This is an optimization exercise on Yosys and OpenROAD, whose aim is small area, not a production implementation. The RTL was checked by simulation tests, not by an equivalence proof against the original design. No driver is modelled on the clock port, so clocking that relies on it looks cheaper here than on a real chip. Power and IR drop assume default switching activity.

==> flow/design.v (excerpt) <==
module framestore (
            input  wire        clk,
            input  wire        reset,
            input  wire        iq_req,
            output wire        iq_ack,
            input  wire [17:0] iq_address,
            input  wire  [3:0] iq_nbyte,
            input  wire        iq_rnw,
            input  wire [31:0] data_from_iq,
            input  wire        de_req,
            output wire        de_ack,
            input  wire [17:0] de_address,
            input  wire  [3:0] de_nbyte,
            input  wire        de_rnw,
            input  wire [31:0] de_wdata,
            output wire [17:0] fs_address,
            output wire  [1:0] fs_ncs,
            output wire        fs_noe,
            output wire        fs_nwe,
            output wire  [3:0] fs_nbyte_sel,
            input  wire [31:0] fs_rdata,
            output wire [31:0] fs_wdata,
            output wire        frame_over,
            output wire        v_sync_out,
            output wire        h_sync_out,
            output wire  [7:0] pixel_out,
            output wire        v_blank,
            output wire        h_blank
            );
wire        phase, vdu_req, vdu_take;
wire [16:0] vdu_address;
drawing_mem_ctrl mem_ctrl (
            .clk(clk), .reset(reset), .phase(phase),
            .iq_req(iq_req), .iq_ack(iq_ack), .iq_address(iq_address),
            .iq_nbyte(iq_nbyte), .iq_rnw(iq_rnw), .data_from_iq(data_from_iq),
            .vdu_req(vdu_req), .vdu_take(vdu_take), .vdu_address(vdu_address),
            .de_req(de_req), .de_ack(de_ack), .de_address(de_address),
            .de_nbyte(de_nbyte), .de_rnw(de_rnw), .de_wdata(de_wdata),
            .fs_address(fs_address), .fs_ncs(fs_ncs), .fs_noe(fs_noe),
            .fs_nwe(fs_nwe), .fs_nbyte_sel(fs_nbyte_sel),
            .fs_wdata(fs_wdata));
drawing_vduc vduc (
            .clk(clk), .reset(reset),
            .frame_over(frame_over), .vdu_req(vdu_req), .vdu_take(vdu_take),
  ...
Size in the first run: ~350 cells after synthesis, about 220 I/O pins, roughly 3900 um2 of cells after synthesis.
==> module drawing_vduc, before the edit <==
module drawing_vduc (
            input  wire        clk,
            input  wire        reset,
            output wire        frame_over,
            output wire        vdu_req,      
            output wire        vdu_take,     
            output wire [16:0] vdu_address,
            output wire        phase,        
            input  wire [31:0] vdu_data,
            output wire        v_sync_out,
            output wire        h_sync_out,
            output reg   [7:0] pixel_out,
            output reg         v_blank,
            output reg         h_blank
            );
reg  [9:0] p;
reg [11:0] b;                     
reg [31:0] pixels;
wire [7:0] hw     = p[9:2];
wire       first  = p[9] & p[8] & p[7];              
wire       p_wrap = p[9] & p[8] & (&p[4:0]);         
wire       b_wrap = b[11] & b[9] & b[6];             
wire       h_act  = !p[9] | (!p[8] & !p[7]);         
wire       v_act  = !b[11] | (!b[9] & !b[8]) | (b[8] & !b[7] & !b[5]) | (!b[9] & !b[7] & !b[6]);
wire       p656   = p[9] & p[7] & (p[6:0] == 7'b001_0000);    
wire       b_inc  = p656 | (!p[9] & (&p[6:0]));      
wire       show   = h_act & !v_blank;                
assign phase       = p[0];
assign vdu_req     = (first | show) & !p[1] & p[0];
assign vdu_take    = show & (p[1] ^ p[0]);
assign vdu_address = {b, hw[4:0]};
assign h_sync_out  = p[9] & p[7] & (p[6] | p[5] | p[4]) & !(p[6] & p[5] & p[4]);   
assign v_sync_out  = b[11] & b[8] & b[7] & !b[6] & !b[5] & b[4]
                   & ((b[3] ^ b[2]) | (!b[2] & b[1]));
assign frame_over  = p[9] & p[7] & (p[6:0] == 7'b001_0001)    
                   & !v_blank & !v_act;                        
wire [9:0]  p_next = p + 10'd1;
wire [11:0] b_next = b + 12'd1;
always @ (posedge clk)
  if (reset)       p <= 10'd1020;
  else if (p_wrap) p <= p_next & ~10'b11_0010_0000;
  else             p <= p_next;
always @ (posedge clk)
  if (reset)        b <= 12'd2430;
  else if (b_inc)
    if (b_wrap)     b <= b_next & ~12'b1010_0100_0001;
    else            b <= b_next;
always @ (posedge clk)
  begin
  pixels[31:24] <= vdu_data[31:24];
  if (p[1:0] == 2'd3) pixels[23:0] <= vdu_data[23:0];
  else                pixels[23:0] <= pixels[31:8];
  end
wire prev_word = (p >= 10'd4) & (p <= 10'd643);    
wire prev_show = prev_word & !v_blank;
always @ (posedge clk)
  h_blank <= reset | !prev_word;
always @ (posedge clk)
  if (reset) pixel_out <= 8'h00;
  else       pixel_out <= prev_show ? pixels[7:0] : 8'h00;
always @ (posedge clk)
  if (reset)              v_blank <= 1'b1;
  else if (!(p[9] & p[7] & (p[6:2] == 5'b0_0100)))    
                          v_blank <= !v_act;
endmodule
export LEC_CHECK = 0
export CAP_MARGIN = 0
export CORE_MARGIN = 2
export CORE_UTILIZATION = 50
export PLACE_DENSITY = 0.92
export SLEW_MARGIN = 0
create_clock -name core_clock -period 5.0 [get_ports {clk}]
standard.sh (not shown) runs the stock make flow with config.mk's settings and CLKGATE_MAP_FILE= SYNTH_SCRIPT=/design/flow/synth_recipe.tcl, a recipe that flattens the netlist after the stock synthesis.
==> flow/flow/run.sh <==
#!/bin/bash
set -euo pipefail
top=${FLOW_TOP:-framestore}
lib=$FLOW_HOME/platforms/sky130hd/lib/sky130_fd_sc_hd__tt_025C_1v80.lib
yosys=$FLOW_HOME/../tools/install/yosys/bin/yosys
res=orfs/results/sky130hd/framestore/base

export BUFFER_PORTS_ARGS="-buffer_cell sky130_fd_sc_hd__buf_1"
# After CTS, any clock buffer whose flip-flops still see a slow edge (by the
# placement estimate) is upsized, for margin on the clock-pin slew limit.
export POST_CTS_TCL=$PWD/flow/post_cts.tcl CTS_ROOT_BUF=sky130_fd_sc_hd__clkbuf_8 CTS_ROOT_SLEW=100 CTS_LEAF_SLEW=0.110
export CTS_ARGS="-sink_clustering_enable -repair_clock_nets -dont_use_dummy_load -buf_list sky130_fd_sc_hd__clkbuf_4 -root_buf sky130_fd_sc_hd__clkbuf_4"

bash standard.sh synth > synth.log 2>&1

cp $res/1_2_yosys.v $res/1_2_yosys.standard.v
# Two passes of four re-mapping runs with different ABC seeds in parallel;
# each pass starts from the smallest netlist so far and keeps the smallest.
remap_pass() {  # pass input
  local pass=$1 in=$2 seed
  for seed in 0 1 2 3; do
    sed -e "s#@SEED@#$((seed + 4 * pass))#" flow/remap.abc.in > remap_${pass}_$seed.abc
    sed -e "s#@LIB@#$lib#g; s#@IN@#$in#; s#@TOP@#$top#; s#@OUT@#$PWD/remapped_${pass}_$seed.v#g; s#@ABC@#$PWD/remap_${pass}_$seed.abc#" \
      flow/remap.ys > remap_run_${pass}_$seed.ys
    $yosys -l remap_${pass}_$seed.log -s remap_run_${pass}_$seed.ys > /dev/null &
  done
  wait
  for seed in 0 1 2 3; do
    if [[ -f remapped_${pass}_$seed.v.after.txt ]]; then
      echo "$(awk '/Chip area/ {print $NF}' remapped_${pass}_$seed.v.after.txt) remapped_${pass}_$seed.v"
    fi
  done | sort -g > remap_pass_$pass.log
  cp $(head -1 remap_pass_$pass.log | awk '{print $2}') remapped_pass_$pass.v
}
remap_pass 0 $res/1_2_yosys.standard.v
remap_pass 1 $PWD/remapped_pass_0.v
cp $(cat remap_pass_0.log remap_pass_1.log | sort -g | head -1 | awk '{print $2}') remapped.v
$yosys -l remap_check.log -p "read_liberty -lib $lib; read_verilog remapped.v; hierarchy -top $top; check -assert -mapped" > /dev/null
cp remapped.v $res/1_2_yosys.v
rm -f $res/1_synth.odb $res/1_synth.sdc

bash standard.sh finish > standard.log 2>&1
Other scripts of this flow, unchanged in this note and not shown: flow/flow/post_cts.tcl, flow/flow/remap.abc.in, flow/flow/remap.ys
The first run completed with no timing, DRC or antenna violations.
Edit:
--- a/flow/design.v
+++ b/flow/design.v
@@ -79,36 +79,32 @@
 reg [31:0] pixels;
 wire [7:0] hw     = p[9:2];
 wire       first  = p[9] & p[8] & p[7];              
 wire       p_wrap = p[9] & p[8] & (&p[4:0]);         
 wire       b_wrap = b[11] & b[9] & b[6];             
 wire       h_act  = !p[9] | (!p[8] & !p[7]);         
-wire       v_act  = !b[11] | (!b[9] & !b[8]) | (b[8] & !b[7] & !b[5]) | (!b[9] & !b[7] & !b[6]);
-wire       p656   = p[9] & p[7] & (p[6:0] == 7'b001_0000);    
+wire       v_act  = (b < 12'd2400);                  
+wire       p656   = (p == 10'd656);
 wire       b_inc  = p656 | (!p[9] & (&p[6:0]));      
 wire       show   = h_act & !v_blank;                
 assign phase       = p[0];
 assign vdu_req     = (first | show) & !p[1] & p[0];
 assign vdu_take    = show & (p[1] ^ p[0]);
 assign vdu_address = {b, hw[4:0]};
-assign h_sync_out  = p[9] & p[7] & (p[6] | p[5] | p[4]) & !(p[6] & p[5] & p[4]);   
-assign v_sync_out  = b[11] & b[8] & b[7] & !b[6] & !b[5] & b[4]
-                   & ((b[3] ^ b[2]) | (!b[2] & b[1]));
-assign frame_over  = p[9] & p[7] & (p[6:0] == 7'b001_0001)    
-                   & !v_blank & !v_act;                        
-wire [9:0]  p_next = p + 10'd1;
-wire [11:0] b_next = b + 12'd1;
+assign h_sync_out  = p[9] & !p[8] & p[7] & (p[6] | p[5] | p[4]) & !(p[6] & p[5] & p[4]);   
+assign v_sync_out  = (b >= 12'd2450) & (b <= 12'd2459);
+assign frame_over  = (p == 10'd657) & !v_blank & !v_act;    
 always @ (posedge clk)
   if (reset)       p <= 10'd1020;
-  else if (p_wrap) p <= p_next & ~10'b11_0010_0000;
-  else             p <= p_next;
+  else if (p_wrap) p <= 10'd0;
+  else             p <= p + 10'd1;
 always @ (posedge clk)
   if (reset)        b <= 12'd2430;
   else if (b_inc)
-    if (b_wrap)     b <= b_next & ~12'b1010_0100_0001;
-    else            b <= b_next;
+    if (b_wrap)     b <= 12'd0;
+    else            b <= b + 12'd1;
 always @ (posedge clk)
   begin
   pixels[31:24] <= vdu_data[31:24];
   if (p[1:0] == 2'd3) pixels[23:0] <= vdu_data[23:0];
   else                pixels[23:0] <= pixels[31:8];
   end
@@ -118,14 +114,13 @@
   h_blank <= reset | !prev_word;
 always @ (posedge clk)
   if (reset) pixel_out <= 8'h00;
   else       pixel_out <= prev_show ? pixels[7:0] : 8'h00;
 always @ (posedge clk)
   if (reset)              v_blank <= 1'b1;
-  else if (!(p[9] & p[7] & (p[6:2] == 5'b0_0100)))    
-                          v_blank <= !v_act;
+  else if (hw != 8'd164)  v_blank <= !v_act;
 endmodule
 module framestore (
             input  wire        clk,
             input  wire        reset,
             input  wire        iq_req,
             output wire        iq_ack,
The changed run went through all stages and came out clean.
Final cell count is higher by about 1.2%.
Area after synthesis rose by about 0.7%.
Register-to-register slack gets better by 0.04 ns.
Sequential share of layout area hardly moves.
Routed wire length hardly moves.
Hold slack gets better by 0.0045 ns.
Total power barely changes.
Flip-flop and latch count does not change.
First-iteration DRC count is higher by 4.5%.
Sequential power is about the same.
Synthesized cell count rose by 3.2%.
Final area stays flat.
Setup slack barely changes.
Clock-buffer cell count is unchanged.
